This design comes from an exercise in tuning for small area and a short achievable clock period on the open sky130 flow, not from production work. Where RTL was checked, it was by simulation tests only, not by an equivalence proof against the original. Only the layout flow was run in run 5; the RTL was not checked for function there. In every run shown here, the design's own scripts or RTL, not TritonCTS, make the clock network. No driver is modelled on the clock port, so clock power and skew are understated where the tree is cut down; a real chip needs a root buffer or a tree. No activity file was given, so power comes from the tool's default toggle rates.

==> design/flow/design.v <==
module xspi_top (
    input  wire        clk,
    input  wire        rst_n,
    input  wire        start,
    input  wire [7:0]  command,
    input  wire [47:0] address,
    input  wire [63:0] wr_data,
    output reg  [63:0] rd_data,
    output reg         done,
    output reg         ready,
    output reg         xspi_cs_n,
    output reg  [7:0]  xspi_io
);
    reg  [8:0]  jc;
    reg         is_wr;       
    reg         is_rd;       
    reg         clr_pend;    
    reg  [63:0] mem;         
    wire is_oth = ~is_wr & ~is_rd;
    wire [17:0] st;          
    assign st[0] = ~jc[0] & ~jc[8];
    genvar n;
    generate
        for (n = 1; n <= 8; n = n + 1) begin : g_up
            assign st[n] = jc[n - 1] & ~jc[n];
        end
        for (n = 10; n <= 17; n = n + 1) begin : g_down
            assign st[n] = ~jc[n - 10] & jc[n - 9];
        end
    endgenerate
    assign st[9] = jc[0] & jc[8];
    wire up_1_8  = jc[0] & ~jc[8];   
    wire st_9_15 = jc[8] & jc[6];    
    wire fin = (st[8] & is_oth) | (st[16] & is_wr) | st[17];
    always @(posedge clk or negedge rst_n) begin
        if (!rst_n)
            jc <= 9'd0;
        else if (fin)
            jc <= 9'd0;
        else
            jc <= {jc[7:0], ~jc[8] & (jc[0] | start)};
    end
    always @(posedge clk or negedge rst_n) begin
        if (!rst_n)
            clr_pend <= 1'b1;
        else if (st[8])
            clr_pend <= 1'b0;
    end
    always @(posedge clk) begin
        is_wr <= (command == 8'hA5);
        is_rd <= (command == 8'hFF);
    end
    wire [15:0] io_sel;
    assign io_sel[0]  = st[1];                      
    assign io_sel[1]  = st[7];                      
    assign io_sel[2]  = st[6];                      
    assign io_sel[3]  = st[5];                      
    assign io_sel[4]  = st[4];                      
    assign io_sel[5]  = st[3];                      
    assign io_sel[6]  = st[2];                      
    assign io_sel[7]  = is_wr & st[15];             
    assign io_sel[8]  = is_wr & st[14];             
    assign io_sel[9]  = is_wr & st[13];             
    assign io_sel[10] = is_wr & st[12];             
    assign io_sel[11] = is_wr & st[11];             
    assign io_sel[12] = is_wr & st[10];             
    assign io_sel[13] = is_wr & st[9];              
    assign io_sel[14] = is_wr & st[8];              
    assign io_sel[15] = is_rd & (st[8] | st_9_15);  
    wire [7:0] io_nx;
    xspi_bytesel io_mux (
        .sel(io_sel),
        .src({mem[63:56], wr_data, address, command}),
        .y(io_nx)
    );
    always @(posedge clk) begin
        xspi_io   <= io_nx;
        xspi_cs_n <= ~((up_1_8 & ~(st[8] & is_oth)) | st_9_15
                       | (st[16] & is_rd));
        done      <= fin;
        ready     <= st[16] & is_rd;
    end
    wire mem_sh = (is_wr & jc[8] & jc[7])                   
                | (is_rd & ((jc[7] & ~jc[8]) | st_9_15));   
    wire rd_ld  = is_rd & st[16];
    wire [7:0] mem_in = (is_wr ? xspi_io : mem[63:56]) & {8{~clr_pend}};
    always @(posedge clk) begin
        if (clr_pend | mem_sh)
            mem <= {mem[55:0], mem_in};
    end
    always @(posedge clk) begin
        if (clr_pend | rd_ld)
            rd_data <= mem;
    end
endmodule
module xspi_bytesel (
    input  wire [15:0]  sel,
    input  wire [127:0] src,
    output wire [7:0]   y
);
    genvar b;
    generate
        for (b = 0; b < 8; b = b + 1) begin : g_bit
            wire [15:0] bits;
            genvar k;
            for (k = 0; k < 16; k = k + 1) begin : g_src
                assign bits[k] = sel[k] & src[8 * k + b];
            end
            assign y[b] = |bits;
        end
    endgenerate
endmodule
==> design/flow/flow/run.sh <==
#!/bin/bash
# Layout flow: the standard ORFS flow (standard.sh), with these changes.
#  - The port buffers are plain buf_1 cells.
#  - flow/mycts.tcl replaces ORFS's CTS step. It first moves each output
#    port buffer that an enable flip-flop drives next to that flip-flop.
#    Then it builds the clock tree: the clock port drives one clock
#    inverter, which drives CTS_NBUF clock inverters, each driving one
#    cluster of flip-flops. Then timing repair aims at SETUP_SLACK_MARGIN ns
#    of setup slack, and an area recovery pass gives each cell the smallest
#    size that keeps the worst slack that repair reached (and keeps AR_GUARD
#    ns more on the paths through the cell).
set -euo pipefail
export BUFFER_PORTS_ARGS="-buffer_cell sky130_fd_sc_hd__buf_1"
RES=$PWD/orfs/results/$FLOW_PLATFORM/xspi_top/base

bash standard.sh "BUFFER_PORTS_ARGS=$BUFFER_PORTS_ARGS" place > flow_1_to_3_place.log 2>&1

PLATFORM_DIR=$FLOW_HOME/platforms/$FLOW_PLATFORM RES=$RES CLK_PORT=clk \
  PULL_OUT_FLOPS=1 PULL_OUT_BUFS=1 PULL_MATCH='*edfxtp*' \
  CTS_NROOT=4 CTS_ROOT=sky130_fd_sc_hd__clkinv_8 CTS_NBUF=4 CTS_BUFCELL=sky130_fd_sc_hd__clkinv_16 \
  SETUP_SLACK_MARGIN=4.95 AREA_RECOVER=1 AR_MAX_SLEW=0.4 AR_EPS=0.003 AR_GUARD=0.03 \
  openroad -no_init -exit flow/mycts.tcl > flow_4_cts.log 2>&1
cp $RES/4_1_cts.odb $RES/4_cts.odb
touch $RES/4_cts.sdc

bash standard.sh "BUFFER_PORTS_ARGS=$BUFFER_PORTS_ARGS" finish > flow_5_to_6_finish.log 2>&1
==> design/flow/flow/mycts.tcl <==
# Clock tree step, run in place of ORFS's CTS step on 3_place.odb; writes
# 4_1_cts.odb and 4_cts.sdc.
#  1. PULL_OUT_FLOPS: each output port buffer driven by a flip-flop whose cell
#     matches PULL_MATCH is moved next to that flip-flop (PULL_OUT_BUFS), or
#     the flip-flop next to the buffer; then legal placement.
#  2. Clock tree by hand: the clock port drives CTS_ROOT (if set), which
#     drives CTS_NBUF cells CTS_BUFCELL, each driving one cluster of the clock
#     sinks (balanced k-means on their placed positions).
#  3. repair_timing towards SETUP_SLACK_MARGIN, then (AREA_RECOVER) area
#     recovery: each cell gets the smallest size of its kind that keeps the
#     worst setup slack, keeps AR_GUARD ns more on the paths through the
#     cell, keeps its output slew under AR_MAX_SLEW and adds no slew or
#     capacitance violation.
set plat $::env(PLATFORM_DIR)
set res $::env(RES)
set nbuf $::env(CTS_NBUF)
set bufcell $::env(CTS_BUFCELL)
read_liberty $plat/lib/sky130_fd_sc_hd__tt_025C_1v80.lib
read_db $res/3_place.odb
read_sdc $res/3_place.sdc
source $plat/setRC.tcl
set_dont_use [concat [get_lib_cells *probe*] [get_lib_cells *lpflow*]]

set db [ord::get_db]
set block [ord::get_db_block]
# Move each flip-flop that drives an output port buffer next to that buffer,
# so that the flip-flop's output net is short.
proc driver_of {net} {
  if {$net eq "NULL"} { return "" }
  foreach it [$net getITerms] {
    if {[$it isOutputSignal]} { return [$it getInst] }
  }
  return ""
}
set moved 0
if {[info exists ::env(PULL_OUT_FLOPS)] && $::env(PULL_OUT_FLOPS)} {
  foreach bt [$block getBTerms] {
    if {[$bt getIoType] ne "OUTPUT"} continue
    set buf [driver_of [$bt getNet]]
    if {$buf eq ""} continue
    set bin ""
    foreach it [$buf getITerms] { if {[$it isInputSignal]} { set bin $it } }
    if {$bin eq ""} continue
    set ff [driver_of [$bin getNet]]
    set pm "*df*"
    if {[info exists ::env(PULL_MATCH)]} { set pm $::env(PULL_MATCH) }
    if {$ff eq "" || ![string match $pm [[$ff getMaster] getName]]} continue
    if {[info exists ::env(PULL_OUT_BUFS)] && $::env(PULL_OUT_BUFS)} {
      lassign [$ff getLocation] fx fy
      $buf setLocation [expr {$fx + [[$ff getMaster] getWidth]}] $fy
    } else {
      lassign [$buf getLocation] bx by
      $ff setLocation $bx $by
    }
    incr moved
  }
  puts "moved $moved flip-flops next to their output buffers"
  detailed_placement
}
set clknet [$block findNet $::env(CLK_PORT)]
set sinks {}
foreach it [$clknet getITerms] {
  lappend sinks $it
}
puts "clock sinks: [llength $sinks]"
# positions
set px {}; set py {}
foreach it $sinks {
  set b [[$it getInst] getBBox]
  lappend px [expr {([$b xMin] + [$b xMax]) / 2.0}]
  lappend py [expr {([$b yMin] + [$b yMax]) / 2.0}]
}
set n [llength $sinks]
# k-means, seeded by sorting on angle around the centroid
set cx 0; set cy 0
foreach x $px y $py { set cx [expr {$cx + $x}]; set cy [expr {$cy + $y}] }
set cx [expr {$cx / $n}]; set cy [expr {$cy / $n}]
set cent {}
for {set k 0} {$k < $nbuf} {incr k} {
  set a [expr {2 * 3.14159265 * ($k + 0.5) / $nbuf}]
  lappend cent [list [expr {$cx + 20000 * cos($a)}] [expr {$cy + 20000 * sin($a)}]]
}
set cap [expr {int(ceil(double($n) / $nbuf)) + 2}]
for {set iter 0} {$iter < 50} {incr iter} {
  # balanced assignment: greedy by distance with a size cap
  set pairs {}
  for {set i 0} {$i < $n} {incr i} {
    for {set k 0} {$k < $nbuf} {incr k} {
      lassign [lindex $cent $k] ux uy
      set d [expr {abs([lindex $px $i] - $ux) + abs([lindex $py $i] - $uy)}]
      lappend pairs [list $d $i $k]
    }
  }
  set pairs [lsort -real -index 0 $pairs]
  set asg [lrepeat $n -1]
  set cnt [lrepeat $nbuf 0]
  foreach p $pairs {
    lassign $p d i k
    if {[lindex $asg $i] >= 0} continue
    if {[lindex $cnt $k] >= $cap} continue
    lset asg $i $k
    lset cnt $k [expr {[lindex $cnt $k] + 1}]
  }
  set newc {}
  for {set k 0} {$k < $nbuf} {incr k} {
    set sx 0; set sy 0; set m 0
    for {set i 0} {$i < $n} {incr i} {
      if {[lindex $asg $i] == $k} {
        set sx [expr {$sx + [lindex $px $i]}]; set sy [expr {$sy + [lindex $py $i]}]; incr m
      }
    }
    if {$m > 0} { lappend newc [list [expr {$sx / $m}] [expr {$sy / $m}]] } else { lappend newc [lindex $cent $k] }
  }
  set cent $newc
}
puts "cluster sizes: $cnt"
proc out_iterm {inst} {
  foreach it [$inst getITerms] {
    if {[$it isOutputSignal]} { return $it }
  }
  error "no output on [$inst getName]"
}
proc in_iterm {inst} {
  foreach it [$inst getITerms] {
    if {[$it isInputSignal]} { return $it }
  }
  error "no input on [$inst getName]"
}
# Optional root cells between the clock port and the cluster drivers:
# CTS_NROOT of them (default 1), each driving the cluster drivers of one
# sector of the die (clusters taken in order of angle around the centre).
set nroot 1
if {[info exists ::env(CTS_NROOT)]} { set nroot $::env(CTS_NROOT) }
set leafsrc {}
if {[info exists ::env(CTS_ROOT)] && $::env(CTS_ROOT) ne ""} {
  set rm [$db findMaster $::env(CTS_ROOT)]
  set order {}
  for {set k 0} {$k < $nbuf} {incr k} {
    lassign [lindex $cent $k] ux uy
    lappend order [list [expr {atan2($uy - $cy, $ux - $cx)}] $k]
  }
  set order [lsort -real -index 0 $order]
  set rootof [lrepeat $nbuf 0]
  for {set r 0} {$r < $nroot} {incr r} {
    set root [odb::dbInst_create $block $rm "cts_root_$r"]
    set rnet [odb::dbNet_create $block "cts_root_net_$r"]
    $rnet setSigType CLOCK
    [in_iterm $root] connect $clknet
    [out_iterm $root] connect $rnet
    set sx 0; set sy 0; set m 0
    for {set i 0} {$i < $nbuf} {incr i} {
      if {$i * $nroot / $nbuf == $r} {
        set k [lindex $order $i 1]
        lset rootof $k $r
        lassign [lindex $cent $k] ux uy
        set sx [expr {$sx + $ux}]; set sy [expr {$sy + $uy}]; incr m
      }
    }
    $root setLocation [expr {int($sx / $m)}] [expr {int($sy / $m)}]
    $root setPlacementStatus PLACED
    lappend leafsrc $rnet
  }
} else {
  set rootof [lrepeat $nbuf 0]
  set leafsrc [list $clknet]
}
set master [$db findMaster $bufcell]
for {set k 0} {$k < $nbuf} {incr k} {
  set inst [odb::dbInst_create $block $master "cts_buf_$k"]
  set net [odb::dbNet_create $block "cts_net_$k"]
  $net setSigType CLOCK
  [in_iterm $inst] connect [lindex $leafsrc [lindex $rootof $k]]
  [out_iterm $inst] connect $net
  lassign [lindex $cent $k] ux uy
  $inst setLocation [expr {int($ux) - [$master getWidth] / 2}] [expr {int($uy)}]
  $inst setPlacementStatus PLACED
  for {set i 0} {$i < $n} {incr i} {
    if {[lindex $asg $i] == $k} {
      set it [lindex $sinks $i]
      $it disconnect
      $it connect $net
    }
  }
}
$clknet setSigType CLOCK
detailed_placement
set_propagated_clock [all_clocks]
estimate_parasitics -placement
report_clock_min_period
report_clock_latency
report_check_types -max_slew -max_capacitance -violators
foreach p [get_pins -of_objects [get_nets cts_net_*] -filter "direction==input"] { set sl [get_property $p slew_max] ; if {$sl > 0.09} { puts "slew $sl [get_full_name $p]" } }
report_checks -path_delay max -format end -group_path_count 3
set rt_args {-verbose}
if {[info exists ::env(SETUP_SLACK_MARGIN)]} { lappend rt_args -setup_margin $::env(SETUP_SLACK_MARGIN) }
repair_timing {*}$rt_args
detailed_placement
estimate_parasitics -placement

# Area recovery: give each cell the smallest size of its kind that keeps the
# worst setup slack (as repair_timing left it), keeps the slew on the cell's
# outputs under AR_MAX_SLEW ns and adds no slew or capacitance violation.
proc cell_kind {name} {
  if {[regexp {^(.*)_([0-9]+)$} $name -> base size]} { return [list $base $size] }
  return [list $name -1]
}
proc out_slew {inst} {
  set w 0
  foreach p [get_pins -of_objects $inst -filter "direction==output"] {
    set s [get_property $p slew_max]
    if {$s > $w} { set w $s }
  }
  return $w
}
if {[info exists ::env(AREA_RECOVER)] && $::env(AREA_RECOVER)} {
  set maxslew $::env(AR_MAX_SLEW)
  set floor [expr {[sta::worst_slack_cmd max] - $::env(AR_EPS) * 1e-9}]
  set nslew [sta::max_slew_violation_count]
  set ncap [sta::max_capacitance_violation_count]
  set guard 0
  if {[info exists ::env(AR_GUARD)]} { set guard $::env(AR_GUARD) }
  set gfloor [expr {$floor * 1e9 + $guard}]
  puts "area recovery: slack floor $floor, guard floor $gfloor ns"
  set todo {}
  foreach inst [get_cells *] {
    set iname [get_full_name $inst]
    if {[string match "cts_*" $iname]} continue
    set ref [get_property $inst ref_name]
    if {[string match "*tap*" $ref] || [string match "*fill*" $ref] || [string match "*decap*" $ref]} continue
    lassign [cell_kind $ref] base size
    if {$size < 0} continue
    set kinds [list $base]
    if {$base eq "sky130_fd_sc_hd__clkbuf" || $base eq "sky130_fd_sc_hd__buf"} {
      set kinds {sky130_fd_sc_hd__buf sky130_fd_sc_hd__clkbuf}
    }
    set area [get_property [get_lib_cells */$ref] area]
    set cands {}
    foreach k $kinds {
      foreach lc [get_lib_cells */${k}_*] {
        set ln [get_name $lc]
        lassign [cell_kind $ln] b2 s2
        if {$b2 ne $k} continue
        if {[get_property $lc is_buffer] != [get_property [get_lib_cells */$ref] is_buffer]} continue
        if {[get_property $lc dont_use]} continue
        set a2 [get_property $lc area]
        if {$a2 < $area - 0.01} { lappend cands [list $a2 $ln] }
      }
    }
    if {[llength $cands] == 0} continue
    set cands [lsort -real -index 0 $cands]
    lappend todo [list [expr {$area - [lindex $cands 0 0]}] $iname $ref $cands]
  }
  set todo [lsort -real -decreasing -index 0 $todo]
  set saved 0.0
  foreach t $todo {
    lassign $t gain iname ref cands
    set inst [get_cells $iname]
    set oldarea [get_property [get_lib_cells */$ref] area]
    foreach c $cands {
      lassign $c a2 ln
      replace_cell $inst [get_lib_cells */$ln]
      estimate_parasitics -placement
      set ok 1
      if {[sta::worst_slack_cmd max] < $floor} { set ok 0 }
      if {$ok && [out_slew $inst] > $maxslew} { set ok 0 }
      if {$ok && $guard > 0} {
        foreach p [get_pins -of_objects $inst -filter "direction==output"] {
          set ps [get_property $p slack_max]
          if {$ps ne "INF" && $ps < $gfloor} { set ok 0 }
        }
      }
      if {$ok && [sta::max_slew_violation_count] > $nslew} { set ok 0 }
      if {$ok && [sta::max_capacitance_violation_count] > $ncap} { set ok 0 }
      if {$ok} {
        set saved [expr {$saved + $oldarea - $a2}]
        break
      }
      replace_cell $inst [get_lib_cells */$ref]
      estimate_parasitics -placement
    }
  }
  puts "area recovery: saved $saved um2, worst slack [sta::worst_slack_cmd max]"
  detailed_placement
  estimate_parasitics -placement
}
check_placement -verbose
report_checks -path_delay max -format end -group_path_count 5
report_checks -path_delay max
write_db $res/4_1_cts.odb
write_sdc -no_timestamp $res/4_cts.sdc
==> design/flow/standard.sh <==
#!/bin/bash
# synth_recipe.tcl (not shown) runs the flow's synth.tcl, then flattens the netlist and writes it again
# the make line also repeats each setting of config.mk as NAME=value (left out here)
make -C /OpenROAD-flow-scripts/flow DESIGN_CONFIG=/design/flow/config.mk WORK_HOME=/design/flow/orfs CLKGATE_MAP_FILE= SYNTH_SCRIPT=/design/flow/synth_recipe.tcl "${@:-finish}"
==> design/flow/config.mk <==
export PLATFORM = sky130hd
export DESIGN_NAME = xspi_top
export DESIGN_NICKNAME = xspi_top
export VERILOG_FILES = /design/flow/design.v
export SDC_FILE = /design/flow/constraint.sdc
export NUM_CORES = 4
export LEC_CHECK = 0
export ABC_CLOCK_PERIOD_IN_PS = 2100
export CAP_MARGIN = 20
export CORE_MARGIN = 2
export CORE_UTILIZATION = 40
export SLEW_MARGIN = 20
export SYNTH_HIERARCHICAL = 1
export SYNTH_MINIMUM_KEEP_SIZE = 0
==> design/flow/constraint.sdc <==
create_clock -name core_clock -period 7.0 [get_ports {clk}]
set_input_delay 1.4000 -clock core_clock [delete_from_list [all_inputs] [get_ports {clk}]]
set_output_delay 1.4000 -clock core_clock [all_outputs]
set_load 0.01 [all_outputs]
==> results.sh, run 1 <==
export IMPL_grt_overflow=0
export IMPL_cp_cell_sequence="buf_1, a22o_1, a221oi_1, nand4_1"
export IMPL_cp_start_kind="input pin"
export IMPL_ir_drop_uv=121.8
export IMPL_finalSetupTns_ps=0
export IMPL_dpl_hpwl_um=10750
export IMPL_synth_mux_area_fraction_pct=1.589
export IMPL_post_synth_num_cell_types=39
export IMPL_die_area_sq_um=15150
export IMPL_setup_viol=0
export IMPL_place_gp_congestion=0.9746
export IMPL_synth_simple_area_share_pct=6.818
export IMPL_drive_gt1_share_pct=11.71
export IMPL_antenna_left=0
export IMPL_synth_top_family_by_area="compound AO/OA/AOI/OAI gates"
export IMPL_hold_violations=0
export IMPL_grt_util_all_layers_pct=17.71
export IMPL_wl_um=14010
export IMPL_grt_start_max_net_pins=65
export IMPL_finalPower_mw=1.801
export IMPL_drc=0
export IMPL_fin_skew_ps=8.400
export IMPL_io_buffers=197
export IMPL_start_util_pct=40.85
export IMPL_synth_fa_ha_area_share_pct=0
export IMPL_slew_headroom_pct=33.87
export IMPL_reg2reg_slack_ps=4960
export IMPL_yosysTopAreaCellShare_pct=67.78
export IMPL_antennaDiodeCount=0
export IMPL_crit_fanout=1
export IMPL_timing_final_crit_share_pct=29.98
export IMPL_synth_xor_area_share_pct=0
export IMPL_area_growth_pct=19.40
export IMPL_critPathTopFamily="compound AO/OA/AOI/OAI gates"
export IMPL_synth_warnings=7
export IMPL_setup_ws_ps=4902
export IMPL_grt_pass1_wl_um=20180
export IMPL_hp_class="flop to flop"
export IMPL_pwr_density_cell_nw_per_um2=266.0
export IMPL_r2r_start="is_wr$_DFF_P_"
export IMPL_ys_seq_area_share_pct=76.81
export IMPL_worstReg2RegEnd="xspi_io[5]$_DFF_P_"
export IMPL_dp_slack_ps=4626
export IMPL_antenna_found_initial=0
export IMPL_dr_total_vias=3579
export IMPL_drtIter0Drc=265
export IMPL_yosys_register_bits=151
export IMPL_post_route_min_period_ps=2098
export IMPL_final_net_count=629
export IMPL_max_freq_mhz=476.6
export IMPL_coreArea_sq_um=13880
export IMPL_syn_num_nets=441
export IMPL_ios=198
export IMPL_post_drt_wl_per_cell_um=20.48
export IMPL_rsz0062_at_grt="false"
export IMPL_crit_arrival_ps=2110
export IMPL_final_util_pct=48.77
export IMPL_synth_top_area_cell="edfxtp_1"
export IMPL_avgSynthCellArea_sq_um=17.83
export IMPL_viasPerCell=5.232
export IMPL_drt_pass1_iter_count=5
export IMPL_maxSlewViolCount=0
export IMPL_slowest_stage="a221oi_1"
export IMPL_critPathCaptureType="flop"
export IMPL_multiInputGateArea_sq_um=1181
export IMPL_die_w_um=123.1
export IMPL_nFillCells=1242
export IMPL_synth_area_sq_um=5670
export IMPL_clkTransAtPathRegs_ps=80
export IMPL_worst_pin_slew_ps=989.9
export IMPL_drv_cap=0
export IMPL_outcome="finished clean"
export IMPL_regArea_sq_um=4367
export IMPL_hold_depth=0
export IMPL_clock_latency_ps=140
export IMPL_min_from="mem[13]$_DFFE_PP_"
export IMPL_synth_area_leaders="edfxtp_1 (68%), a22o_1 (4.8%), dfxtp_1 (4.6%)"
export IMPL_crit_buf_inv=1
export IMPL_required_ps=7010
export IMPL_netlist_instances=318
export IMPL_rr_worst_depth=5
export IMPL_power_leakage_nw=2.126
export IMPL_path_class="input pin to flop"
export IMPL_final_common_cell="buf_1"
export IMPL_layout_common_cells="buf_1 (180), edfxtp_1 (128), a22o_1 (32)"
export IMPL_die_y_um=123.1
export IMPL_critPathMaxStageDelay_ps=260
export IMPL_row_count=43
export IMPL_hold_path_end="rd_data[13]$_DFFE_PP_"
export IMPL_synth_compound_area_share_pct=11.36
export IMPL_grt_pass1_vias=3550
Yosys cell counts, drive strengths merged:
| cell | instances |
|---|---|
| inv | 2 |
| a21o | 1 |
| mux2i | 9 |
| nand4 | 10 |
| and2 | 1 |
| a31oi | 1 |
| dfstp | 1 |
| a22o | 32 |
| nand2 | 6 |
| nand2b | 3 |
| and3 | 1 |
| o21bai | 1 |
| edfxtp | 128 |
| and2b | 1 |
| or2 | 1 |
| nor4b | 7 |
| a311oi | 1 |
| a221oi | 33 |
| o21ai | 1 |
| clkbuf | 6 |
| nor2b | 8 |
| nor2 | 19 |
| a21boi | 1 |
| and3b | 2 |
| dfxtp | 13 |
| dfrtp | 9 |
| buf | 17 |
| or4 | 1 |
| or3 | 1 |
| nor3b | 1 |
flip-flops by register name, summed over array words and instances (netlist names):
signal     cells
is_wr          1
rd_data       64
is_rd          1
mem           64
xspi_io        8
xspi_cs_n      1
ready          1
jc             9
done           1
clr_pend       1
layer usage:
layer	part of all wire, %	GRT usage [%]	routed length (um)	up-vias
li1	-	-	-	1657
met1	38	23.00	5340	1693
met2	50	31.08	7014	207
met3	9.2	2.721	1292	22
met4	2.6	4.759	358	0
met5	0	0	0	-
per-module statistics from Yosys (local to each module, per instance):
module        cells inside  copies in the design
xspi_bytesel            88                     1
xspi_top               230                     1
area by class of cell:
class                      instances  share of cell area (%)
inverter                          10                   2.846
multi-input combinational        142                   17.45
sequential                       151                   64.50
tap                              180                   3.327
timing repair buffer             201                   11.88
report_power, final:
group	leakage (nW)	total, mW	internal (mW)	switching [mW]
combinational	0.673	0.370	0.175	0.195
sequential	1.38	1.08	1.02	0.0553
clock	0.0732	0.354	0.0761	0.278
total	2.13	1.80	1.27	0.529
per-stage QoR:
step | cells | cell area (sq um) | hold slack (ps)
floorplan | 318 | 5670 | 421.5
global placement | 674 | 6475 | 425.6
detailed placement | 674 | 6475 | 430.4
global route | 684 | 6770 | 453.0
finish | 684 | 6770 | 447.0
how the worst max path moves through the flow:
stage | start | endpoint | depth (start not counted)
after global placement | command[2] | xspi_io[2]$_DFF_P_ | 4
after detailed placement | is_wr$_DFF_P_ | mem[48]$_DFFE_PP_ | 3
after floorplan | jc[8]$_DFF_PN0_ | mem[0]$_DFFE_PP_ | 3
after global routing | address[8] | xspi_io[0]$_DFF_P_ | 4
final | address[12] | xspi_io[4]$_DFF_P_ | 4
kinds of logic after synthesis:
group | count (synthesis)
AND/OR/NAND/NOR | 62
AO/OA/AOI/OAI | 71
buffers and inverters | 25
flip-flops | 151
multiplexers | 9
worst register-to-register path: stages, from the launching register on:
cell and delay [ps]:
dfxtp_2 660, inv_1 90, nor2_1 720, a22o_1 280, a221oi_2 40, nand4_1 170
==> run 2: changes to the inputs <==
--- a/design/flow/flow/run.sh
+++ b/design/flow/flow/run.sh
@@ -17,7 +17,7 @@
 
 PLATFORM_DIR=$FLOW_HOME/platforms/$FLOW_PLATFORM RES=$RES CLK_PORT=clk \
   PULL_OUT_FLOPS=1 PULL_OUT_BUFS=1 PULL_MATCH='*edfxtp*' \
-  CTS_NROOT=4 CTS_ROOT=sky130_fd_sc_hd__clkinv_8 CTS_NBUF=4 CTS_BUFCELL=sky130_fd_sc_hd__clkinv_16 \
+  CTS_NROOT=4 CTS_ROOT=sky130_fd_sc_hd__clkinv_8 CTS_NBUF=8 CTS_BUFCELL=sky130_fd_sc_hd__clkinv_8 \
   SETUP_SLACK_MARGIN=4.95 AREA_RECOVER=1 AR_MAX_SLEW=0.4 AR_EPS=0.003 AR_GUARD=0.03 \
   openroad -no_init -exit flow/mycts.tcl > flow_4_cts.log 2>&1
 cp $RES/4_1_cts.odb $RES/4_cts.odb
==> run 2 against run 1 <==
Compared with the run above:
- highest routed layer unchanged
- combinational power up 2%
- first-iteration DRC count decreased by 9.1%
- final area up 0.17%
- sequential share of layout area shrank 0.16 points
- worst setup slack better by 27 ps
- critical path type unchanged
- still clean
==> results.sh, run 2 <==
export IMPL_outcome="finished clean"
export IMPL_crit_arrival_ps=2070
export IMPL_slew_headroom_pct=32.41
export IMPL_io_buffers=197
export IMPL_max_freq_mhz=482.9
export IMPL_antenna_found_initial=0
export IMPL_ios=198
export IMPL_drive_gt1_share_pct=10.63
export IMPL_die_w_um=123.1
export IMPL_dpl_hpwl_um=10750
export IMPL_ys_flop_type="edfxtp_1"
export IMPL_synth_top_area_cell="edfxtp_1"
export IMPL_finalSetupTns_ps=0
export IMPL_hold_path_end="rd_data[13]$_DFFE_PP_"
export IMPL_viasPerCell=5.259
export IMPL_required_ps=7000
export IMPL_worstReg2RegEnd="xspi_io[3]$_DFF_P_"
export IMPL_synth_most_common_cell="edfxtp_1"
export IMPL_post_synth_num_cell_types=39
export IMPL_postSynth_asyncResetShare_pct=6.623
export IMPL_critPathCaptureType="flop"
export IMPL_synth_top_family_by_area="compound AO/OA/AOI/OAI gates"
export IMPL_row_count=43
export IMPL_rr_worst_depth=4
export IMPL_path_class="input pin to flop"
export IMPL_grt_pass1_vias=3583
export IMPL_synth_top_cells_by_count="edfxtp_1 (128), a22o_1 (31), a221oi_1 (28)"
export IMPL_ys_seq_area_share_pct=76.81
export IMPL_setup_viol=0
export IMPL_avgSynthCellArea_sq_um=17.83
export IMPL_synth_edf_count=128
export IMPL_clock_latency_ps=130
export IMPL_yosysTopAreaCellShare_pct=67.78
export IMPL_antennaDiodeCount=0
export IMPL_drtIter0Drc=241
export IMPL_grt_overflow=0
export IMPL_crit_fanout=1
export IMPL_power_leakage_nw=2.119
export IMPL_start_util_pct=40.85
export IMPL_setup_ws_ps=4929
export IMPL_reg2reg_slack_ps=4990
export IMPL_die_area_sq_um=15150
export IMPL_r2r_start="is_wr$_DFF_P_"
export IMPL_reg_largest_list="mem x64, rd_data x64, jc x9"
export IMPL_hp_class="flop to flop"
export IMPL_syn_num_nets=441
export IMPL_dr_total_vias=3618
export IMPL_worst_pin_slew_ps=1010
export IMPL_synth_fa_ha_area_share_pct=0
export IMPL_clkTransAtPathRegs_ps=70
export IMPL_synth_warnings=7
export IMPL_synth_area_sq_um=5670
export IMPL_netlist_instances=318
export IMPL_maxSlewViolCount=0
export IMPL_dp_slack_ps=4626
export IMPL_drc=0
export IMPL_cp_start_kind="input pin"
export IMPL_hold_violations=0
export IMPL_layout_common_cells="buf_1 (188), edfxtp_1 (128), a22o_1 (32)"
export IMPL_grt_util_all_layers_pct=17.76
export IMPL_coreArea_sq_um=13880
export IMPL_final_net_count=633
export IMPL_final_common_cell="buf_1"
export IMPL_min_from="mem[13]$_DFFE_PP_"
export IMPL_rsz0062_at_grt="false"
export IMPL_synth_xor_area_share_pct=0
export IMPL_yosys_register_bits=151
export IMPL_drv_cap=0
export IMPL_die_y_um=123.1
export IMPL_antenna_left=0
export IMPL_ir_drop_uv=108.3
export IMPL_pwr_density_cell_nw_per_um2=268.2
export IMPL_wl_um=14100
export IMPL_synth_compound_area_share_pct=11.36
export IMPL_grt_start_max_net_pins=65
export IMPL_hold_depth=0
export IMPL_synth_simple_area_share_pct=6.818
export IMPL_synth_area_leaders="edfxtp_1 (68%), a22o_1 (4.8%), dfxtp_1 (4.6%)"
export IMPL_timing_final_crit_share_pct=29.58
export IMPL_synth_mux_area_fraction_pct=1.589
export IMPL_grt_pass1_wl_um=20280
export IMPL_post_drt_wl_per_cell_um=20.50
export IMPL_area_growth_pct=19.59
export IMPL_post_route_min_period_ps=2071
export IMPL_drt_pass1_iter_count=4
export IMPL_fin_skew_ps=7.536
export IMPL_place_gp_congestion=0.9746
-- run 2: how the worst max path moves through the flow --
stage                    startpoint                  to  slack [ps]  cells past startpoint
global placement         command[2]  xspi_io[2]$_DFF_P_        4650                      4
global route             address[8]  xspi_io[0]$_DFF_P_        4810                      4
floorplan           jc[8]$_DFF_PN0_    mem[0]$_DFFE_PP_        1300                      3
detailed placement    is_wr$_DFF_P_   mem[48]$_DFFE_PP_        4630                      3
finish                  address[12]  xspi_io[4]$_DFF_P_        4930                      4
-- run 2: Yosys stat by module (local to each module, per instance) --
module	area, sq um	cells inside
xspi_bytesel	769.5	88
xspi_top	4901	230
-- run 2: area by class of cell --
| cell class | count | area, sq um |
|---|---|---|
| Sequential cell | 151 | 4363 |
| Timing Repair Buffer | 201 | 797.0 |
| Inverter | 14 | 202.7 |
| Multi-Input combinational cell | 142 | 1194 |
| Tap cell | 180 | 225.2 |
| Fill cell | 1243 | 7099 |
-- run 2: kinds of logic after synthesis --
| logic type | count (synthesis) |
|---|---|
| flops | 151 |
| compound gates | 71 |
| buf+inv | 25 |
| mux | 9 |
| simple gates | 62 |
-- run 2: metrics by stage --
| step | instance area, sq um | hold WS (ps) | total power, mW | util, % | instances |
|---|---|---|---|---|---|
| final | 6782 | 445.8 | 1.819 | 48.86 | 688 |
| after floorplan | 5670 | 421.5 | 1.339 | - | 318 |
| after detailed placement | 6475 | 430.4 | 1.445 | 46.65 | 674 |
| after global placement | 6475 | 425.6 | 1.440 | 46.65 | 674 |
| after global routing | 6782 | 455.3 | 1.905 | 48.86 | 688 |
-- run 2: critical path, stage by stage --
cell,delay [ps]
buf_1,100
a22o_1,230
a221oi_1,220
nand4_1,120
-- run 2: metal layers --
metal	vias up	track usage, %	wire [um]
li1	1673	-	-
met1	1721	22.53	5500
met2	190	31.53	7036
met3	34	2.906	1175
met4	0	4.972	390
met5	-	0	0
-- run 2: where the power goes --
group          internal [mW]  total [mW]  leakage, nW  switching, mW
clock network         0.0771       0.367       0.0827          0.290
logic                  0.179       0.376        0.657          0.197
registers               1.02        1.08         1.38         0.0575
total                   1.27        1.82         2.12          0.544
==> run 3: changes to the inputs <==
--- a/design/flow/flow/run.sh
+++ b/design/flow/flow/run.sh
@@ -17,7 +17,7 @@
 
 PLATFORM_DIR=$FLOW_HOME/platforms/$FLOW_PLATFORM RES=$RES CLK_PORT=clk \
   PULL_OUT_FLOPS=1 PULL_OUT_BUFS=1 PULL_MATCH='*edfxtp*' \
-  CTS_NROOT=4 CTS_ROOT=sky130_fd_sc_hd__clkinv_8 CTS_NBUF=8 CTS_BUFCELL=sky130_fd_sc_hd__clkinv_8 \
+  CTS_NROOT=2 CTS_ROOT=sky130_fd_sc_hd__clkinv_8 CTS_NBUF=6 CTS_BUFCELL=sky130_fd_sc_hd__clkinv_8 \
   SETUP_SLACK_MARGIN=4.95 AREA_RECOVER=1 AR_MAX_SLEW=0.4 AR_EPS=0.003 AR_GUARD=0.03 \
   openroad -no_init -exit flow/mycts.tcl > flow_4_cts.log 2>&1
 cp $RES/4_1_cts.odb $RES/4_cts.odb
==> run 3 against run 2 <==
Compared with the run above:
- area after synthesis unchanged
- core utilization fell by 1.0 points
- synthesized cell count unchanged
- flip-flop and latch count unchanged
- largest cell class unchanged
- critical path depth down 3
- sequential share of layout area is 1.4 points higher
- sequential power about the same
- total power shrank 4.0%
- hold slack lost 5.5 ps
- still clean
- register-to-register slack got worse by 20 ps
==> results.sh, run 3 <==
export IMPL_dpl_hpwl_um=10750
export IMPL_hp_class="flop to flop"
export IMPL_antenna_found_initial=1
export IMPL_area_growth_pct=17.06
export IMPL_cp_start_kind="flop"
export IMPL_post_synth_num_cell_types=39
export IMPL_drv_cap=0
export IMPL_slowest_stage="edfxtp_1"
export IMPL_place_gp_congestion=0.9746
export IMPL_post_route_min_period_ps=2107
export IMPL_crit_buf_inv=1
export IMPL_worstReg2RegEnd="xspi_io[5]$_DFF_P_"
export IMPL_netlist_instances=318
export IMPL_yosys_register_bits=151
export IMPL_coreArea_sq_um=13880
export IMPL_synth_edf_count=128
export IMPL_die_area_sq_um=15150
export IMPL_crit_fanout=1
export IMPL_rr_worst_depth=5
export IMPL_synth_area_sq_um=5670
export IMPL_timing_final_crit_share_pct=30.11
export IMPL_multiInputGateArea_sq_um=1094
export IMPL_slew_headroom_pct=38.30
export IMPL_worst_pin_slew_ps=922.2
export IMPL_fin_hold_ws_ps=440.3
export IMPL_clock_latency_ps=180
export IMPL_dr_max_layer_used="met4"
export IMPL_cp_endpoint="rd_data[14]"
export IMPL_critPathTopFamily="flip-flops"
export IMPL_cp_cell_sequence="buf_2"
export IMPL_pwr_density_cell_nw_per_um2=263.1
export IMPL_post_drt_wl_per_cell_um=20.28
export IMPL_row_count=43
export IMPL_drt_pass1_iter_count=4
export IMPL_power_leakage_nw=2.115
export IMPL_maxSlewViolCount=0
export IMPL_crit_start="rd_data[14]$_DFFE_PP_"
export IMPL_ios=198
export IMPL_grt_pass1_vias=3566
export IMPL_dr_wl_met3_um=1279
export IMPL_rsz0062_at_grt="false"
export IMPL_die_w_um=123.1
export IMPL_outcome="finished clean"
export IMPL_synth_most_common_cell="edfxtp_1"
export IMPL_grt_pass1_wl_um=19960
export IMPL_antenna_left=0
export IMPL_synth_top_area_cell="edfxtp_1"
export IMPL_fin_skew_ps=18.89
export IMPL_regArea_sq_um=4362
export IMPL_layout_common_cells="buf_1 (167), edfxtp_1 (128), a22o_1 (32)"
export IMPL_nFillCells=1262
export IMPL_synth_area_leaders="edfxtp_1 (68%), a22o_1 (4.8%), dfxtp_1 (4.6%)"
export IMPL_max_freq_mhz=474.5
export IMPL_ir_drop_uv=135.5
export IMPL_avgSynthCellArea_sq_um=17.83
export IMPL_clkTransAtPathRegs_ps=100
export IMPL_crit_arrival_ps=710
export IMPL_finalSetupTns_ps=0
export IMPL_grt_start_max_net_pins=65
export IMPL_path_class="flop to primary output"
export IMPL_wl_um=13950
export IMPL_required_ps=5600
export IMPL_postSynth_asyncResetShare_pct=6.623
export IMPL_grt_overflow=0
export IMPL_drive_gt1_share_pct=11.07
export IMPL_drtIter0Drc=295
export IMPL_synth_warnings=7
export IMPL_reg2reg_slack_ps=4970
export IMPL_final_common_cell="buf_1"
export IMPL_final_util_pct=47.82
export IMPL_hold_violations=0
export IMPL_grt_util_all_layers_pct=17.49
export IMPL_reg_largest_list="mem x64, rd_data x64, jc x9"
export IMPL_setup_viol=0
export IMPL_critPathCaptureType="primary output"
export IMPL_yosysTopAreaCellShare_pct=67.78
export IMPL_ys_seq_area_share_pct=76.81
export IMPL_final_net_count=631
export IMPL_cp_depth=1
export IMPL_ys_flop_type="edfxtp_1"
export IMPL_drc=0
export IMPL_viasPerCell=5.206
export IMPL_start_util_pct=40.85
export IMPL_dr_total_vias=3582
export IMPL_drt_met1_wl_um=5341
export IMPL_io_buffers=197
export IMPL_wl_met2_um=6935
export IMPL_r2r_start="is_wr$_DFF_P_"
export IMPL_finalPower_mw=1.746
export IMPL_syn_num_nets=441
export IMPL_critPathMaxStageDelay_ps=370
export IMPL_die_y_um=123.1
export IMPL_synth_top_cells_by_count="edfxtp_1 (128), a22o_1 (31), a221oi_1 (28)"
-- run 3: cell counts after synthesis --
No cell type changed its count.
-- run 3: stage by stage --
step / area [sq um] / cells / setup slack, ps
after floorplan: 5670 / 318 / 1296
after global placement: 6475 / 674 / 4648
after detailed placement: 6475 / 674 / 4626
after global routing: 6635 / 687 / 4823
final: 6638 / 688 / 4893
-- run 3: cells by family after synthesis --
logic type	Yosys count	share of synthesized area [%]
DFF	151	76.81
AOI/OAI and AO/OA	71	11.36
and+or+nand+nor	62	6.819
buffers and inverters	25	3.420
muxes	9	1.589
-- run 3: modules after synthesis, one instance, submodules excluded --
module        area [sq um]  times used  flops+latches  cells inside
xspi_bytesel         769.5           1              0            88
xspi_top              4901           1            151           230
-- run 3: final cells by class --
| class | count | area share (%) |
|---|---|---|
| tap | 180 | 3.393 |
| sequential | 151 | 65.71 |
| timing repair buffer | 203 | 12.27 |
| multi-input combinational | 142 | 16.48 |
| antenna | 2 | 0.07540 |
| inverter | 10 | 2.074 |
-- run 3: worst min-delay path by stage --
stage | from | endpoint | slack (ps) | cells past startpoint
2_1_floorplan | mem[2]$_DFFE_PP_ | mem[10]$_DFFE_PP_ | 420 | 0
3_3_place_gp | mem[26]$_DFFE_PP_ | rd_data[26]$_DFFE_PP_ | 430 | 0
3_5_place_dp | mem[9]$_DFFE_PP_ | mem[17]$_DFFE_PP_ | 430 | 0
5_1_grt | mem[43]$_DFFE_PP_ | mem[51]$_DFFE_PP_ | 450 | 0
6_report | mem[0]$_DFFE_PP_ | mem[8]$_DFFE_PP_ | 440 | 0
-- run 3: power by group --
part	internal, mW	switching, mW
clock network	0.0503	0.268
registers	1.02	0.0520
logic	0.170	0.189
total	1.24	0.508
-- run 3: layer usage --
metal	vias to the layer above	track usage, %
li1	1667	-
met1	1687	21.85
met2	202	30.66
met3	26	3.413
met4	0	5.611
met5	-	0
==> run 4: changes to the inputs <==
--- a/design/flow/flow/run.sh
+++ b/design/flow/flow/run.sh
@@ -3,9 +3,9 @@
 #  - The port buffers are plain buf_1 cells.
 #  - flow/mycts.tcl replaces ORFS's CTS step. It first moves each output
 #    port buffer that an enable flip-flop drives next to that flip-flop.
-#    Then it builds the clock tree: the clock port drives one clock
-#    inverter, which drives CTS_NBUF clock inverters, each driving one
-#    cluster of flip-flops. Then timing repair aims at SETUP_SLACK_MARGIN ns
+#    Then it builds the clock tree: the clock port drives CTS_NROOT clock
+#    inverters, which drive CTS_NBUF clock inverters (each root those of one
+#    sector of the die), each driving one cluster of flip-flops. Then timing repair aims at SETUP_SLACK_MARGIN ns
 #    of setup slack, and an area recovery pass gives each cell the smallest
 #    size that keeps the worst slack that repair reached (and keeps AR_GUARD
 #    ns more on the paths through the cell).
--- a/design/flow/flow/mycts.tcl
+++ b/design/flow/flow/mycts.tcl
@@ -3,9 +3,9 @@
 #  1. PULL_OUT_FLOPS: each output port buffer driven by a flip-flop whose cell
 #     matches PULL_MATCH is moved next to that flip-flop (PULL_OUT_BUFS), or
 #     the flip-flop next to the buffer; then legal placement.
-#  2. Clock tree by hand: the clock port drives CTS_ROOT (if set), which
-#     drives CTS_NBUF cells CTS_BUFCELL, each driving one cluster of the clock
-#     sinks (balanced k-means on their placed positions).
+#  2. Clock tree by hand: the clock port drives CTS_NROOT cells CTS_ROOT (if
+#     set), which drive CTS_NBUF cells CTS_BUFCELL, each driving one cluster
+#     of the clock sinks (balanced k-means on their placed positions).
 #  3. repair_timing towards SETUP_SLACK_MARGIN, then (AREA_RECOVER) area
 #     recovery: each cell gets the smallest size of its kind that keeps the
 #     worst setup slack, keeps AR_GUARD ns more on the paths through the
==> run 4 against run 3 <==
Compared with the run above:
- clock skew is the same
- first-iteration DRC count stayed put
- routed wire length unchanged
- critical path depth unchanged
- register-to-register slack hardly changed
==> results.sh, run 4 <==
export IMPL_outcome="finished clean"
export IMPL_row_count=43
export IMPL_synth_most_common_cell="edfxtp_1"
export IMPL_critPathTopFamily="flip-flops"
export IMPL_required_ps=5600
export IMPL_grt_pass1_wl_um=19960
export IMPL_crit_buf_inv=1
export IMPL_ys_seq_area_share_pct=76.81
export IMPL_switchingPower_mw=0.5082
export IMPL_ios=198
export IMPL_crit_arrival_ps=710
export IMPL_worst_pin_slew_ps=922.2
export IMPL_final_util_pct=47.82
export IMPL_grtUsageMet1_pct=21.85
export IMPL_cp_endpoint="rd_data[14]"
export IMPL_drtIter0Drc=295
export IMPL_p_seq_share_pct=61.3
export IMPL_pwr_density_cell_nw_per_um2=263.1
export IMPL_netlist_instances=318
export IMPL_yosysTopAreaCellShare_pct=67.78
export IMPL_critPathMaxStageDelay_ps=370
export IMPL_dpl_hpwl_um=10750
export IMPL_worstReg2RegEnd="xspi_io[5]$_DFF_P_"
export IMPL_cp_cell_sequence="buf_2"
export IMPL_post_drt_wl_per_cell_um=20.28
export IMPL_io_buffers=197
export IMPL_hp_class="flop to flop"
export IMPL_antenna_found_initial=1
export IMPL_drv_cap=0
export IMPL_setup_ws_ps=4893
export IMPL_start_util_pct=40.85
export IMPL_avgSynthCellArea_sq_um=17.83
export IMPL_nFillCells=1262
export IMPL_synth_top_cells_by_count="edfxtp_1 (128), a22o_1 (31), a221oi_1 (28)"
export IMPL_reg2reg_slack_ps=4970
export IMPL_syn_num_nets=441
export IMPL_final_net_count=631
export IMPL_postSynth_asyncResetShare_pct=6.623
export IMPL_clkTransAtPathRegs_ps=100
export IMPL_viasPerCell=5.206
export IMPL_dr_total_vias=3582
export IMPL_setup_viol=0
export IMPL_max_freq_mhz=474.5
export IMPL_rsz0062_at_grt="false"
export IMPL_slew_headroom_pct=38.30
export IMPL_die_area_sq_um=15150
export IMPL_cp_depth=1
export IMPL_clock_latency_ps=180
export IMPL_place_gp_congestion=0.9746
export IMPL_synth_area_sq_um=5670
export IMPL_r2r_start="is_wr$_DFF_P_"
export IMPL_ir_drop_uv=135.5
export IMPL_post_route_min_period_ps=2107
export IMPL_finalPower_mw=1.746
export IMPL_rr_worst_depth=5
export IMPL_drt_pass1_iter_count=4
export IMPL_die_y_um=123.1
export IMPL_grt_start_max_net_pins=65
export IMPL_die_w_um=123.1
export IMPL_synth_top_area_cell="edfxtp_1"
export IMPL_grt_busiest_layer="met2"
export IMPL_grt_overflow=0
export IMPL_maxSlewViolCount=0
export IMPL_ys_flop_type="edfxtp_1"
export IMPL_dp_slack_ps=4626
export IMPL_layout_common_cells="buf_1 (167), edfxtp_1 (128), a22o_1 (32)"
export IMPL_crit_start="rd_data[14]$_DFFE_PP_"
export IMPL_synth_edf_count=128
export IMPL_path_class="flop to primary output"
export IMPL_use_met3_pct=3.413
export IMPL_timing_final_crit_share_pct=30.11
export IMPL_grtUsageMet2_pct=30.66
export IMPL_reg_largest_list="mem x64, rd_data x64, jc x9"
export IMPL_synth_area_leaders="edfxtp_1 (68%), a22o_1 (4.8%), dfxtp_1 (4.6%)"
export IMPL_clkPwrFrac_pct=18.2
export IMPL_wl_um=13950
export IMPL_grt_util_all_layers_pct=17.49
export IMPL_slowest_stage="edfxtp_1"
export IMPL_p_int_mw=1.238
export IMPL_cp_start_kind="flop"
export IMPL_power_leakage_nw=2.115
export IMPL_fin_hold_ws_ps=440.3
export IMPL_fin_skew_ps=18.89
export IMPL_crit_fanout=1
export IMPL_final_common_cell="buf_1"
export IMPL_drc=0
export IMPL_antenna_left=0
export IMPL_finalSetupTns_ps=0
export IMPL_yosys_register_bits=151
export IMPL_area_growth_pct=17.06
export IMPL_p_comb_share_pct=20.5
export IMPL_drive_gt1_share_pct=11.07
export IMPL_coreArea_sq_um=13880
export IMPL_grt_pass1_vias=3566
export IMPL_critPathCaptureType="primary output"
export IMPL_post_synth_num_cell_types=39
export IMPL_synth_warnings=7
export IMPL_hold_violations=0
export IMPL_swShare_pct=29.10
[run 4: per-module statistics from Yosys, one instance, submodules excluded]
module | area [sq um] | cells | flip-flops and latches
xspi_top | 4901 | 230 | 151
xspi_bytesel | 769.5 | 88 | 0
[run 4: layer usage]
layer | routed length, um | share of wire (%)
met1 | 5341 | 38
met2 | 6935 | 50
met3 | 1279 | 9.2
met4 | 396 | 2.8
met5 | 0 | 0
[run 4: how the worst min path moves through the flow]
| stage | start | to | slack, ps | cells past startpoint |
|---|---|---|---|---|
| 2_1_floorplan | mem[2]$_DFFE_PP_ | mem[10]$_DFFE_PP_ | 420 | 0 |
| 3_3_place_gp | mem[26]$_DFFE_PP_ | rd_data[26]$_DFFE_PP_ | 430 | 0 |
| 3_5_place_dp | mem[9]$_DFFE_PP_ | mem[17]$_DFFE_PP_ | 430 | 0 |
| 5_1_grt | mem[43]$_DFFE_PP_ | mem[51]$_DFFE_PP_ | 450 | 0 |
| 6_report | mem[0]$_DFFE_PP_ | mem[8]$_DFFE_PP_ | 440 | 0 |
[run 4: cell type report]
type / instances / area (sq um) / area share (%)
diodes: 2 / 5.005 / 0.07540
inverters: 10 / 137.6 / 2.074
multi-input cells: 142 / 1094 / 16.48
flip-flops and latches: 151 / 4362 / 65.71
well taps: 180 / 225.2 / 3.393
repair buffers: 203 / 814.5 / 12.27
[run 4: logic make-up after synthesis]
group,count (synthesis),synth area share (%)
buffers and inverters,25,3.420
multiplexers,9,1.589
flip-flops,151,76.81
AO/OA/AOI/OAI,71,11.36
AND/OR/NAND/NOR,62,6.819
[run 4: power groups by stage]
stage / Sequential [mW] / Combinational, mW / Clock, mW
finish: 1.07 / 0.359 / 0.318
global route: 1.08 / 0.392 / 0.367
detailed placement: 1.09 / 0.352 / 0
global placement: 1.09 / 0.350 / 0
floorplan: 1.08 / 0.258 / 0
[run 4: through the flow]
step,cells,area (sq um)
floorplan,318,5670
global placement,674,6475
detailed placement,674,6475
global route,687,6635
finish,688,6638
==> run 5: changes to the inputs <==
--- a/design/flow/design.v
+++ b/design/flow/design.v
@@ -98,15 +98,39 @@
     input  wire [127:0] src,
     output wire [7:0]   y
 );
-    genvar b;
+    genvar b, p;
     generate
         for (b = 0; b < 8; b = b + 1) begin : g_bit
-            wire [15:0] bits;
-            genvar k;
-            for (k = 0; k < 16; k = k + 1) begin : g_src
-                assign bits[k] = sel[k] & src[8 * k + b];
+            wire [7:0] pair_n;   
+            for (p = 0; p < 8; p = p + 1) begin : g_pair
+                xspi_aoi22 u_aoi (
+                    .a1(sel[2 * p]),     .a2(src[16 * p + b]),
+                    .b1(sel[2 * p + 1]), .b2(src[16 * p + 8 + b]),
+                    .y(pair_n[p])
+                );
             end
-            assign y[b] = |bits;
+            wire lo, hi;
+            xspi_nand4 u_lo (.a(pair_n[3:0]), .y(lo));
+            xspi_nand4 u_hi (.a(pair_n[7:4]), .y(hi));
+            xspi_or2 u_or (.a(lo), .b(hi), .y(y[b]));
         end
     endgenerate
 endmodule
+module xspi_aoi22 (
+    input  wire a1, a2, b1, b2,
+    output wire y
+);
+    assign y = ~((a1 & a2) | (b1 & b2));
+endmodule
+module xspi_nand4 (
+    input  wire [3:0] a,
+    output wire       y
+);
+    assign y = ~&a;
+endmodule
+module xspi_or2 (
+    input  wire a, b,
+    output wire y
+);
+    assign y = a | b;
+endmodule
==> design/flow/flow/run.sh (replaced) <==
#!/bin/bash
# Layout flow: the standard ORFS flow (standard.sh), with these changes.
#  - The port buffers are plain buf_1 cells.
#  - flow/mycts.tcl replaces ORFS's CTS step. It first moves each output
#    port buffer that an enable flip-flop drives next to that flip-flop.
#    Then it builds the clock tree: the clock port drives one clock
#    inverter, which drives CTS_NBUF clock inverters, each driving one
#    cluster of flip-flops. Then timing repair aims at SETUP_SLACK_MARGIN ns
#    of setup slack, and an area recovery pass gives each cell the smallest
#    size that keeps the worst slack that repair reached (and keeps AR_GUARD
#    ns more on the paths through the cell).
set -euo pipefail
export BUFFER_PORTS_ARGS="-buffer_cell sky130_fd_sc_hd__buf_1"
RES=$PWD/orfs/results/$FLOW_PLATFORM/xspi_top/base

bash standard.sh "BUFFER_PORTS_ARGS=$BUFFER_PORTS_ARGS" place > flow_1_to_3_place.log 2>&1

PLATFORM_DIR=$FLOW_HOME/platforms/$FLOW_PLATFORM RES=$RES CLK_PORT=clk \
  PULL_OUT_FLOPS=1 PULL_OUT_BUFS=1 PULL_MATCH='*edfxtp*' \
  CTS_NROOT=4 CTS_ROOT=sky130_fd_sc_hd__clkinv_8 CTS_NBUF=8 CTS_BUFCELL=sky130_fd_sc_hd__clkinv_8 \
  SETUP_SLACK_MARGIN=4.95 AREA_RECOVER=1 AR_MAX_SLEW=0.4 AR_EPS=0.003 AR_GUARD=0.03 \
  openroad -no_init -exit flow/mycts.tcl > flow_4_cts.log 2>&1
cp $RES/4_1_cts.odb $RES/4_cts.odb
touch $RES/4_cts.sdc

bash standard.sh "BUFFER_PORTS_ARGS=$BUFFER_PORTS_ARGS" finish > flow_5_to_6_finish.log 2>&1
--- a/design/flow/flow/mycts.tcl
+++ b/design/flow/flow/mycts.tcl
@@ -3,9 +3,9 @@
 #  1. PULL_OUT_FLOPS: each output port buffer driven by a flip-flop whose cell
 #     matches PULL_MATCH is moved next to that flip-flop (PULL_OUT_BUFS), or
 #     the flip-flop next to the buffer; then legal placement.
-#  2. Clock tree by hand: the clock port drives CTS_NROOT cells CTS_ROOT (if
-#     set), which drive CTS_NBUF cells CTS_BUFCELL, each driving one cluster
-#     of the clock sinks (balanced k-means on their placed positions).
+#  2. Clock tree by hand: the clock port drives CTS_ROOT (if set), which
+#     drives CTS_NBUF cells CTS_BUFCELL, each driving one cluster of the clock
+#     sinks (balanced k-means on their placed positions).
 #  3. repair_timing towards SETUP_SLACK_MARGIN, then (AREA_RECOVER) area
 #     recovery: each cell gets the smallest size of its kind that keeps the
 #     worst setup slack, keeps AR_GUARD ns more on the paths through the
==> run 5 against run 4 <==
Compared with the run above:
- still clean on timing, DRC and antenna
- global-route usage up 0.19 points
- hold slack better by 3.1 ps
- clock power is 17% higher
- synthesized cell count did not move
- area after synthesis up 3.2%
- final area up 0.43%
- critical endpoint is now xspi_io[4]$_DFF_P_
==> results.sh, run 5 <==
export IMPL_grt_util_all_layers_pct=17.68
export IMPL_rsz0062_at_grt="false"
export IMPL_synth_edf_count=128
export IMPL_ys_flop_type="edfxtp_1"
export IMPL_clkTransAtPathRegs_ps=70
export IMPL_hp_class="flop to flop"
export IMPL_cp_start_kind="input pin"
export IMPL_setup_viol=0
export IMPL_worst_pin_slew_ps=831.2
export IMPL_dr_total_vias=3650
export IMPL_outcome="finished clean"
export IMPL_avgSynthCellArea_sq_um=18.40
export IMPL_hold_violations=0
export IMPL_cp_cell_sequence="buf_6, a22oi_2, nand4_1, or2_1"
export IMPL_drt_pass1_iter_count=4
export IMPL_nFillCells=1316
export IMPL_die_area_sq_um=15610
export IMPL_required_ps=7030
export IMPL_drc=0
export IMPL_clock_latency_ps=150
export IMPL_antenna_found_initial=0
export IMPL_max_freq_mhz=470.5
export IMPL_coreArea_sq_um=14420
export IMPL_finalPower_mw=1.770
export IMPL_dpl_hpwl_um=10870
export IMPL_critPathTopFamily="simple AND/OR/NAND/NOR gates"
export IMPL_maxSlewViolCount=0
export IMPL_final_util_pct=46.22
export IMPL_fin_skew_ps=24.10
export IMPL_syn_num_nets=441
export IMPL_grt_start_max_net_pins=65
export IMPL_postSynth_asyncResetShare_pct=6.623
export IMPL_viasPerCell=5.170
export IMPL_synth_top_cells_by_count="edfxtp_1 (128), a22oi_2 (64), nor2_1 (19)"
export IMPL_dp_slack_ps=4484
export IMPL_grt_overflow=0
export IMPL_synth_area_sq_um=5852
export IMPL_yosys_register_bits=151
export IMPL_drtIter0Drc=257
export IMPL_synth_area_leaders="edfxtp_1 (66%), a22oi_2 (14%), dfxtp_1 (4.4%)"
export IMPL_dpl_cell_area_sq_um=6788
export IMPL_antennaDiodeCount=0
export IMPL_critPathMaxStageDelay_ps=240
export IMPL_netlist_instances=318
export IMPL_path_class="input pin to flop"
export IMPL_io_buffers=197
export IMPL_wl_um=14440
export IMPL_synth_most_common_cell="edfxtp_1"
export IMPL_start_util_pct=40.57
export IMPL_antenna_left=0
export IMPL_layout_common_cells="buf_1 (196), edfxtp_1 (128), a22oi_1 (61)"
export IMPL_post_route_min_period_ps=2125
export IMPL_die_y_um=125.0
export IMPL_setup_ws_ps=4875
export IMPL_post_drt_wl_per_cell_um=20.45
export IMPL_grt_pass1_vias=3814
export IMPL_pwr_density_cell_nw_per_um2=265.6
export IMPL_final_net_count=647
export IMPL_drive_gt1_share_pct=4.789
export IMPL_timing_final_crit_share_pct=30.36
export IMPL_yosysTopAreaCellShare_pct=65.68
export IMPL_ys_seq_area_share_pct=74.43
export IMPL_crit_fanout=3
export IMPL_synth_warnings=7
export IMPL_crit_buf_inv=1
export IMPL_post_synth_num_cell_types=35
export IMPL_grt_pass1_wl_um=21600
export IMPL_ir_drop_uv=101.0
export IMPL_drv_cap=0
export IMPL_place_gp_congestion=0.9337
export IMPL_reg_largest_list="mem x64, rd_data x64, jc x9"
export IMPL_fin_area_sq_um=6666
export IMPL_synth_top_area_cell="edfxtp_1"
export IMPL_slew_headroom_pct=44.59
export IMPL_power_leakage_nw=2.022
export IMPL_die_w_um=125.0
export IMPL_finalSetupTns_ps=0
export IMPL_final_common_cell="buf_1"
export IMPL_crit_arrival_ps=2150
export IMPL_slowest_stage="or2_1"
export IMPL_area_growth_pct=13.92
export IMPL_critPathCaptureType="flop"
export IMPL_ios=198
export IMPL_row_count=44
-- run 5: cell count changes after synthesis --
| cell | change |
|---|---|
| a22oi_2 | +64 |
| a22o_1 | -31 |
| a221oi_1 | -27 |
| buf_6 | -8 |
| nand4_1 | +8 |
| or2_1 | +8 |
| a221oi_2 | -5 |
| clkbuf_1 | -4 |
| a22o_2 | -1 |
| buf_1 | -1 |
| buf_2 | -1 |
| buf_4 | -1 |
| clkbuf_2 | -1 |
-- run 5: cell families (layout without fill, tap and decap cells) --
logic type      after synthesis  after routing  synth area share [%]
buf+inv                       9            213                 1.155
simple gates                 78             78                 8.318
mux                           9              9                 1.540
flops                       151            151                 74.43
compound gates               71             71                 14.56
-- run 5: through the flow --
stage	hold slack, ps	instances
6_report	443.3	706
5_1_grt	460.1	706
3_5_place_dp	429.7	694
3_3_place_gp	426.8	694
2_1_floorplan	421.5	318
-- run 5: where the power goes --
group | internal (mW) | switching [mW] | leakage [nW] | total [mW]
clock network | 0.0774 | 0.295 | 0.0827 | 0.373
logic | 0.137 | 0.184 | 0.559 | 0.321
registers | 1.02 | 0.0612 | 1.38 | 1.08
total | 1.23 | 0.541 | 2.02 | 1.77
-- run 5: layer usage --
layer	up-vias	global-route usage [%]	share of wire (%)	wire [um]
met5	-	0	0	0
met4	0	6.732	4.2	609
met3	29	2.781	7.3	1047
met2	183	31.57	49	7141
met1	1739	21.72	39	5641
li1	1699	-	-	-
-- run 5: final timing paths --
path	startpoint	endpoint	slack, ps	cells after the start
worst max-delay path	command[4]	xspi_io[4]$_DFF_P_	4870	4
worst min-delay path	mem[34]$_DFFE_PP_	rd_data[34]$_DFFE_PP_	440	0
worst max register to register	jc[7]$_DFF_PN0_	rd_data[38]$_DFFE_PP_	4980	3
worst min register to register	mem[34]$_DFFE_PP_	rd_data[34]$_DFFE_PP_	440	0
max in group asynchronous	rst_n	jc[5]$_DFF_PN0_	5370	1
min in group asynchronous	rst_n	jc[7]$_DFF_PN0_	1220	1
-- run 5: cell type report --
class	count	area, sq um	share of cell area, %
well taps	184	230.2	3.453
multi-input cells	158	1111	16.67
repair buffers	199	765.7	11.49
flip-flops and latches	151	4357	65.35
inverters	14	202.7	3.041
-- run 5: Yosys stat by module (local to each module, per instance), excerpt --
module      flops+latches  cell area, sq um  cells
xspi_nand4              0             6.256      1
xspi_aoi22              0             12.51      1
xspi_top              151              4901    230
xspi_or2                0             6.256      1

==> afterwards: timing with drivers on the ports <==
The flow's constraints put no driver on any port. The routed layouts listed below were extracted and timed again, unchanged, in two steps. Step 1 sets driving cells, clkbuf_16 on the clock port and buf_2 on the other inputs (assumed; they add their load-dependent delay and slew). Step 2 moves the port delays by t, midway between the first and last clock arrival at a register: inputs arrive t later, outputs are due t later. That takes back most of the time a late clock gives input paths. Three values: ideal, step 1, step 2; two values: the first two.
run	shift t [ns]	setup slack, ns	pins driven straight from the clock port
run 1	0.277	4.902 / 4.800 / 4.737	4
run 2	0.271	4.929 / 4.810 / 4.764	4
run 3	0.258	4.893 / 4.807 / 4.708	2
run 4	0.258	4.893 / 4.807 / 4.708	2
run 5	0.271	4.875 / 4.773 / 4.704	4
After both steps setup and hold are still met in every run listed.
